Source: an optimization exercise on an open RTL-to-GDS flow (aim: small area). Production flows keep margins and buffers that such runs may drop.
The RTL was checked by simulation tests, not by an equivalence proof against the original design.
Power is estimated from default activity; no workload was simulated.

Design gaussian_blur, start of the top module:
module gaussian_blur (
  input  logic        clk,
  input  logic        rst_n,
  input  logic [7:0]  pixel_in,
  input  logic        pixel_vld,
  output logic [7:0]  pixel_out,
  output logic        pixel_vld_out
);
Size in the first run: ~630 cells after synthesis, about 560 flip-flops, roughly 20 I/O pins.
==> flow/config.mk <==
export PLATFORM = sky130hd
export DESIGN_NAME = gaussian_blur
export DESIGN_NICKNAME = gaussian_blur
export VERILOG_FILES = /design/flow/design.v
export SDC_FILE = /design/flow/constraint.sdc
export NUM_CORES = 4
export LEC_CHECK = 0
export CAP_MARGIN = 20
export CORE_MARGIN = 2
export CORE_UTILIZATION = 60
export SLEW_MARGIN = 20
==> flow/constraint.sdc <==
create_clock -name core_clock -period 5.0 [get_ports {clk}]
set_input_delay 1.0000 -clock core_clock [delete_from_list [all_inputs] [get_ports {clk}]]
set_output_delay 1.0000 -clock core_clock [all_outputs]
set_load 0.01 [all_outputs]
standard.sh (not shown) runs the stock make flow with config.mk's settings and CLKGATE_MAP_FILE= SYNTH_SCRIPT=/design/flow/synth_recipe.tcl, a recipe that flattens the netlist after the stock synthesis.
==> flow/flow/run.sh <==
#!/bin/bash
# Own layout flow: the standard ORFS flow (standard.sh) with
#  - small port buffers,
#  - the pixel_vld fanout driven by a few location-clustered buffers
#    (flow/vld_tree.tcl, run after global placement),
#  - a lean clock tree: no dummy clock loads, small root/branch buffers.
# make and the ORFS step logs (orfs/logs/...) hold each tool's output;
# standard.log holds what standard.sh prints.
set -euo pipefail
export BUFFER_PORTS_ARGS="-buffer_cell sky130_fd_sc_hd__buf_1"
export CTS_ARGS="-sink_clustering_enable -repair_clock_nets -dont_use_dummy_load -buf_list sky130_fd_sc_hd__clkbuf_8 -root_buf sky130_fd_sc_hd__clkbuf_2 -tree_buf sky130_fd_sc_hd__clkbuf_2 -sink_clustering_buffer sky130_fd_sc_hd__clkbuf_8 -sink_clustering_size 20 -sink_clustering_max_diameter 80"
export POST_GLOBAL_PLACE_TCL="$PWD/flow/vld_tree.tcl"
export VLD_TREE_K=4
export VLD_TREE_CELL=sky130_fd_sc_hd__buf_6
bash standard.sh > standard.log 2>&1
==> flow/flow/vld_tree.tcl <==
# Post-global-placement hook: rebuild the buffer tree on pixel_vld (the
# shift-register enables). The buffers that placement's timing repair put on
# the net are removed, the port buffer is sized back down, and the loads are
# split by location over a few buffers placed at their clusters' centres.
set block [ord::get_db_block]
set dbu [$block getDbUnitsPerMicron]
set pnet [[$block findBTerm pixel_vld] getNet]
set pbuf ""
foreach it [$pnet getITerms] {
  if { [$it isInputSignal] } { set pbuf [$it getInst] }
}
# buffers below the port buffer
set tree {}
set front [list [[$pbuf findITerm X] getNet]]
while { [llength $front] > 0 } {
  set next {}
  foreach net $front {
    foreach it [$net getITerms] {
      if { ![$it isInputSignal] } { continue }
      set inst [$it getInst]
      set lc [get_lib_cells -of_objects [get_cells [$inst getName]]]
      if { [get_property $lc is_buffer] } {
        lappend tree [$inst getName]
        lappend next [[$inst findITerm X] getNet]
      }
    }
  }
  set front $next
}
if { [llength $tree] > 0 } {
  remove_buffers {*}$tree
}
replace_cell [get_cells [$pbuf getName]] sky130_fd_sc_hd__buf_1
set onet [[$pbuf findITerm X] getNet]
set loads {}
foreach it [$onet getITerms] {
  if { [$it isInputSignal] } {
    set bb [[$it getInst] getBBox]
    lappend loads [list [expr {([$bb xMin] + [$bb xMax]) / 2}] \
      [expr {([$bb yMin] + [$bb yMax]) / 2}] \
      "[[$it getInst] getName]/[[$it getMTerm] getName]"]
  }
}
set n [llength $loads]
set k $::env(VLD_TREE_K)
set cols [expr {int(ceil(sqrt($k)))}]
set rows [expr {int(ceil(double($k) / $cols))}]
set byx [lsort -integer -index 0 $loads]
set per_col [expr {int(ceil(double($n) / $cols))}]
set g 0
for {set c 0} {$c < $cols} {incr c} {
  set colset [lsort -integer -index 1 \
    [lrange $byx [expr {$c * $per_col}] [expr {($c + 1) * $per_col - 1}]]]
  set m [llength $colset]
  if { $m == 0 } { continue }
  set per_row [expr {int(ceil(double($m) / $rows))}]
  for {set r 0} {$r < $rows} {incr r} {
    set grp [lrange $colset [expr {$r * $per_row}] [expr {($r + 1) * $per_row - 1}]]
    if { [llength $grp] == 0 } { continue }
    set sx 0
    set sy 0
    set pins {}
    foreach l $grp {
      set sx [expr {$sx + [lindex $l 0]}]
      set sy [expr {$sy + [lindex $l 1]}]
      lappend pins [get_pins [lindex $l 2]]
    }
    set x [expr {double($sx) / [llength $grp] / $dbu}]
    set y [expr {double($sy) / [llength $grp] / $dbu}]
    insert_buffer -buffer_cell $::env(VLD_TREE_CELL) -net [get_nets [$onet getName]] \
      -load_pins $pins -location [list $x $y] -buffer_name vldbuf_$g
    incr g
  }
}
puts "vld_tree: removed [llength $tree] buffers; $n loads of pixel_vld split over $g $::env(VLD_TREE_CELL) buffers"
The baseline completed with no timing, DRC or antenna violations.
Then changed:
==> flow/flow/run.sh (replaced) <==
#!/bin/bash
# Own layout flow: the standard ORFS flow (standard.sh) with
#  - small port buffers,
#  - the pixel_vld fanout driven by a few location-clustered buffers
#    (flow/vld_tree.tcl, run after global placement),
#  - a lean clock tree: no dummy clock loads, small root/branch buffers.
# make and the ORFS step logs (orfs/logs/...) hold each tool's output;
# standard.log holds what standard.sh prints.
set -euo pipefail
export BUFFER_PORTS_ARGS="-buffer_cell sky130_fd_sc_hd__buf_1"
export CTS_ARGS="-sink_clustering_enable -repair_clock_nets -dont_use_dummy_load -buf_list sky130_fd_sc_hd__clkbuf_8 -root_buf sky130_fd_sc_hd__clkbuf_2 -tree_buf sky130_fd_sc_hd__clkbuf_2 -sink_clustering_buffer sky130_fd_sc_hd__clkbuf_8 -sink_clustering_size 20 -sink_clustering_max_diameter 60"
export POST_GLOBAL_PLACE_TCL="$PWD/flow/vld_tree.tcl"
export VLD_TREE_K=6
export VLD_TREE_CELL=sky130_fd_sc_hd__buf_4
bash standard.sh > standard.log 2>&1
--- a/flow/config.mk
+++ b/flow/config.mk
@@ -8,4 +8,4 @@
 export CAP_MARGIN = 20
 export CORE_MARGIN = 2
-export CORE_UTILIZATION = 60
+export CORE_UTILIZATION = 40
 export SLEW_MARGIN = 20
After rerunning: Utilization came out lower by 22 points. Setup slack got worse by 0.017 ns. Routed wire length came out higher by 6.0%. Combinational power came out lower by about 1%. Count of clock-buffer cells in the layout came out higher by 1. Sequential share of layout area came out lower by 1.3 points. Die area came out higher by 49%. Clock skew came out higher by 0.029 ns. Sequential cell count stays the same. Cell area came out higher by 1.5%.
Then changed:
==> flow/flow/run.sh (replaced) <==
#!/bin/bash
# Own layout flow: the standard ORFS flow (standard.sh) with
#  - small port buffers,
#  - the pixel_vld fanout driven by a few location-clustered buffers
#    (flow/vld_tree.tcl, run before global placement),
#  - a lean clock tree: no dummy clock loads, small root/branch buffers.
# make and the ORFS step logs (orfs/logs/...) hold each tool's output;
# standard.log holds what standard.sh prints.
set -euo pipefail
export BUFFER_PORTS_ARGS="-buffer_cell sky130_fd_sc_hd__buf_1"
export CTS_ARGS="-sink_clustering_enable -repair_clock_nets -dont_use_dummy_load -buf_list sky130_fd_sc_hd__clkbuf_8 -root_buf sky130_fd_sc_hd__clkbuf_2 -tree_buf sky130_fd_sc_hd__clkbuf_2 -sink_clustering_buffer sky130_fd_sc_hd__clkbuf_8 -sink_clustering_size 20 -sink_clustering_max_diameter 60"
export PRE_GLOBAL_PLACE_TCL="$PWD/flow/vld_tree.tcl"
export VLD_TREE_K=6
export VLD_TREE_CELL=sky130_fd_sc_hd__buf_4
bash standard.sh > standard.log 2>&1
==> flow/flow/vld_tree.tcl (replaced) <==
# Pre-global-placement hook: drive the pixel_vld loads (the shift-register
# enables) from a few strong buffers, one per location cluster, instead of
# leaving the high-fanout net to repair_design. buffer_ports then puts the
# usual port buffer in front of them.
set block [ord::get_db_block]
set dbu [$block getDbUnitsPerMicron]
set onet [[$block findBTerm pixel_vld] getNet]
set loads {}
foreach it [$onet getITerms] {
  if { [$it isInputSignal] } {
    set bb [[$it getInst] getBBox]
    lappend loads [list [expr {([$bb xMin] + [$bb xMax]) / 2}] \
      [expr {([$bb yMin] + [$bb yMax]) / 2}] \
      "[[$it getInst] getName]/[[$it getMTerm] getName]"]
  }
}
set n [llength $loads]
set k $::env(VLD_TREE_K)
# k groups: columns of equal size by x, each split into rows by y
set cols [expr {int(ceil(sqrt($k)))}]
set rows [expr {int(ceil(double($k) / $cols))}]
set byx [lsort -integer -index 0 $loads]
set per_col [expr {int(ceil(double($n) / $cols))}]
set g 0
for {set c 0} {$c < $cols} {incr c} {
  set colset [lsort -integer -index 1 \
    [lrange $byx [expr {$c * $per_col}] [expr {($c + 1) * $per_col - 1}]]]
  set m [llength $colset]
  if { $m == 0 } { continue }
  set per_row [expr {int(ceil(double($m) / $rows))}]
  for {set r 0} {$r < $rows} {incr r} {
    set grp [lrange $colset [expr {$r * $per_row}] [expr {($r + 1) * $per_row - 1}]]
    if { [llength $grp] == 0 } { continue }
    set sx 0
    set sy 0
    set pins {}
    foreach l $grp {
      set sx [expr {$sx + [lindex $l 0]}]
      set sy [expr {$sy + [lindex $l 1]}]
      lappend pins [get_pins [lindex $l 2]]
    }
    set x [expr {double($sx) / [llength $grp] / $dbu}]
    set y [expr {double($sy) / [llength $grp] / $dbu}]
    insert_buffer -buffer_cell $::env(VLD_TREE_CELL) -net [get_nets [$onet getName]] \
      -load_pins $pins -location [list $x $y] -buffer_name vldbuf_$g
    incr g
  }
}
puts "vld_tree: $n loads of pixel_vld split over $g $::env(VLD_TREE_CELL) buffers"
What happened: Total power rises by 0.68%; critical path depth does not change; final area rises by 0.64%; sequential share of layout area falls by 0.56 points; worst setup slack loses 0.035 ns; sequential power stays flat; count of clock-buffer cells in the layout rises by 2.
Then changed:
==> flow/flow/run.sh (replaced) <==
#!/bin/bash
# Own layout flow: the standard ORFS flow (standard.sh) with
#  - small port buffers,
#  - the pixel_vld fanout driven by a few location-clustered buffers
#    (flow/vld_tree.tcl, run after global placement),
#  - a lean clock tree: no dummy clock loads, small root/branch buffers.
# make and the ORFS step logs (orfs/logs/...) hold each tool's output;
# standard.log holds what standard.sh prints.
set -euo pipefail
export BUFFER_PORTS_ARGS="-buffer_cell sky130_fd_sc_hd__buf_1"
export CTS_ARGS="-sink_clustering_enable -repair_clock_nets -dont_use_dummy_load -buf_list sky130_fd_sc_hd__clkbuf_8 -root_buf sky130_fd_sc_hd__clkbuf_2 -tree_buf sky130_fd_sc_hd__clkbuf_2 -sink_clustering_buffer sky130_fd_sc_hd__clkbuf_8 -sink_clustering_size 20 -sink_clustering_max_diameter 60"
export POST_GLOBAL_PLACE_TCL="$PWD/flow/vld_tree.tcl"
export VLD_TREE_K=4
export VLD_TREE_CELL=sky130_fd_sc_hd__buf_6
bash standard.sh > standard.log 2>&1
--- a/flow/flow/vld_tree.tcl
+++ b/flow/flow/vld_tree.tcl
@@ -1,9 +1,36 @@
-# Pre-global-placement hook: drive the pixel_vld loads (the shift-register
-# enables) from a few strong buffers, one per location cluster, instead of
-# leaving the high-fanout net to repair_design. buffer_ports then puts the
-# usual port buffer in front of them.
+# Post-global-placement hook: rebuild the buffer tree on pixel_vld (the
+# shift-register enables). The buffers that placement's timing repair put on
+# the net are removed, the port buffer is sized back down, and the loads are
+# split by location over a few buffers placed at their clusters' centres.
 set block [ord::get_db_block]
 set dbu [$block getDbUnitsPerMicron]
-set onet [[$block findBTerm pixel_vld] getNet]
+set pnet [[$block findBTerm pixel_vld] getNet]
+set pbuf ""
+foreach it [$pnet getITerms] {
+  if { [$it isInputSignal] } { set pbuf [$it getInst] }
+}
+# buffers below the port buffer
+set tree {}
+set front [list [[$pbuf findITerm X] getNet]]
+while { [llength $front] > 0 } {
+  set next {}
+  foreach net $front {
+    foreach it [$net getITerms] {
+      if { ![$it isInputSignal] } { continue }
+      set inst [$it getInst]
+      set lc [get_lib_cells -of_objects [get_cells [$inst getName]]]
+      if { [get_property $lc is_buffer] } {
+        lappend tree [$inst getName]
+        lappend next [[$inst findITerm X] getNet]
+      }
+    }
+  }
+  set front $next
+}
+if { [llength $tree] > 0 } {
+  remove_buffers {*}$tree
+}
+replace_cell [get_cells [$pbuf getName]] sky130_fd_sc_hd__buf_1
+set onet [[$pbuf findITerm X] getNet]
 set loads {}
 foreach it [$onet getITerms] {
@@ -17,5 +44,4 @@
 set n [llength $loads]
 set k $::env(VLD_TREE_K)
-# k groups: columns of equal size by x, each split into rows by y
 set cols [expr {int(ceil(sqrt($k)))}]
 set rows [expr {int(ceil(double($k) / $cols))}]
@@ -47,3 +73,3 @@
   }
 }
-puts "vld_tree: $n loads of pixel_vld split over $g $::env(VLD_TREE_CELL) buffers"
+puts "vld_tree: removed [llength $tree] buffers; $n loads of pixel_vld split over $g $::env(VLD_TREE_CELL) buffers"
Design area goes down slightly.
Die area is unchanged.
Synthesized area stays the same.
Non-clock buffer count goes down by 11.
Wire length hardly moves.
Total power went down slightly.
Clock-buffer cell count falls by 2.
Then changed:
--- a/flow/flow/run.sh
+++ b/flow/flow/run.sh
@@ -9,5 +9,5 @@
 set -euo pipefail
 export BUFFER_PORTS_ARGS="-buffer_cell sky130_fd_sc_hd__buf_1"
-export CTS_ARGS="-sink_clustering_enable -repair_clock_nets -dont_use_dummy_load -buf_list sky130_fd_sc_hd__clkbuf_8 -root_buf sky130_fd_sc_hd__clkbuf_2 -tree_buf sky130_fd_sc_hd__clkbuf_2 -sink_clustering_buffer sky130_fd_sc_hd__clkbuf_8 -sink_clustering_size 20 -sink_clustering_max_diameter 60"
+export CTS_ARGS="-sink_clustering_enable -repair_clock_nets -dont_use_dummy_load -buf_list sky130_fd_sc_hd__clkbuf_8 -root_buf sky130_fd_sc_hd__clkbuf_2 -tree_buf sky130_fd_sc_hd__clkbuf_2 -sink_clustering_buffer sky130_fd_sc_hd__clkbuf_8 -sink_clustering_size 21 -sink_clustering_max_diameter 60"
 export POST_GLOBAL_PLACE_TCL="$PWD/flow/vld_tree.tcl"
 export VLD_TREE_K=4
Via count is about the same. Sequential power hardly moves. Sequential share of layout area hardly moves. Utilization barely changes. Die area is unchanged. Clock-buffer cell count shrinks by 1.
Then changed:
--- a/flow/flow/run.sh
+++ b/flow/flow/run.sh
@@ -9,5 +9,5 @@
 set -euo pipefail
 export BUFFER_PORTS_ARGS="-buffer_cell sky130_fd_sc_hd__buf_1"
-export CTS_ARGS="-sink_clustering_enable -repair_clock_nets -dont_use_dummy_load -buf_list sky130_fd_sc_hd__clkbuf_8 -root_buf sky130_fd_sc_hd__clkbuf_2 -tree_buf sky130_fd_sc_hd__clkbuf_2 -sink_clustering_buffer sky130_fd_sc_hd__clkbuf_8 -sink_clustering_size 21 -sink_clustering_max_diameter 60"
+export CTS_ARGS="-sink_clustering_enable -repair_clock_nets -dont_use_dummy_load -buf_list sky130_fd_sc_hd__clkbuf_8 -root_buf sky130_fd_sc_hd__clkbuf_2 -tree_buf sky130_fd_sc_hd__clkbuf_2 -sink_clustering_buffer sky130_fd_sc_hd__clkbuf_8 -sink_clustering_size 20 -sink_clustering_max_diameter 80"
 export POST_GLOBAL_PLACE_TCL="$PWD/flow/vld_tree.tcl"
 export VLD_TREE_K=4
Effect: Utilization stays the same; hold slack improved by 0.062 ns; die area stays the same; fmax fell by 0.63%; setup slack got worse by 0.031 ns; global-route usage is about the same; final cell count does not change; clock power is about the same; routed wire length barely changes; clock-buffer cell count stays the same; total power stays flat.

## port drivers added, routing unchanged
The flow's constraints put no driver on any port. The routed layouts listed below were extracted and timed again, unchanged, in two steps.
Step 1 (the two cells are an assumption about what drives the block):
set clk [get_ports {clk}]
set_driving_cell -lib_cell sky130_fd_sc_hd__clkbuf_16 $clk
set_driving_cell -lib_cell sky130_fd_sc_hd__buf_2 [delete_from_list [all_inputs] $clk]
Step 2 adds t to the input delays and takes it off the output delays; t is the mean of the earliest and latest rising clock arrival at the registers after step 1. Input paths then give back, and output paths get back, about the clock's delay inside the block.
Three values: ideal, step 1, step 2; two values: the first two.
| run | t, ns | setup slack, ns | worst register clock-pin slew, ns | worst data-port slew with drivers (ns) | pins driven straight from the clock port |
|---|---|---|---|---|---|
| the first run | 0.801 | 0.156 / 0.156 / -0.090 | 0.12 / 0.12 | 0.03 | 1 |
| the second run | 0.854 | 0.139 / 0.139 / -0.070 | 0.12 / 0.12 | 0.04 | 1 |
| the third run | 0.887 | 0.105 / 0.105 / -0.180 | 0.11 / 0.11 | 0.04 | 1 |
| the fourth run | 0.873 | 0.156 / 0.156 / -0.102 | 0.12 / 0.12 | 0.05 | 1 |
| the fifth run | 0.877 | 0.170 / 0.170 / -0.118 | 0.12 / 0.12 | 0.05 | 1 |
| the sixth run | 0.865 | 0.139 / 0.139 / -0.089 | 0.12 / 0.12 | 0.05 | 1 |
Met with ideal ports but missed after step 2: setup timing in every run listed. The setup slack of the fifth run, which loses most, moves by 0.000 ns with the drivers and by -0.288 ns with both steps.
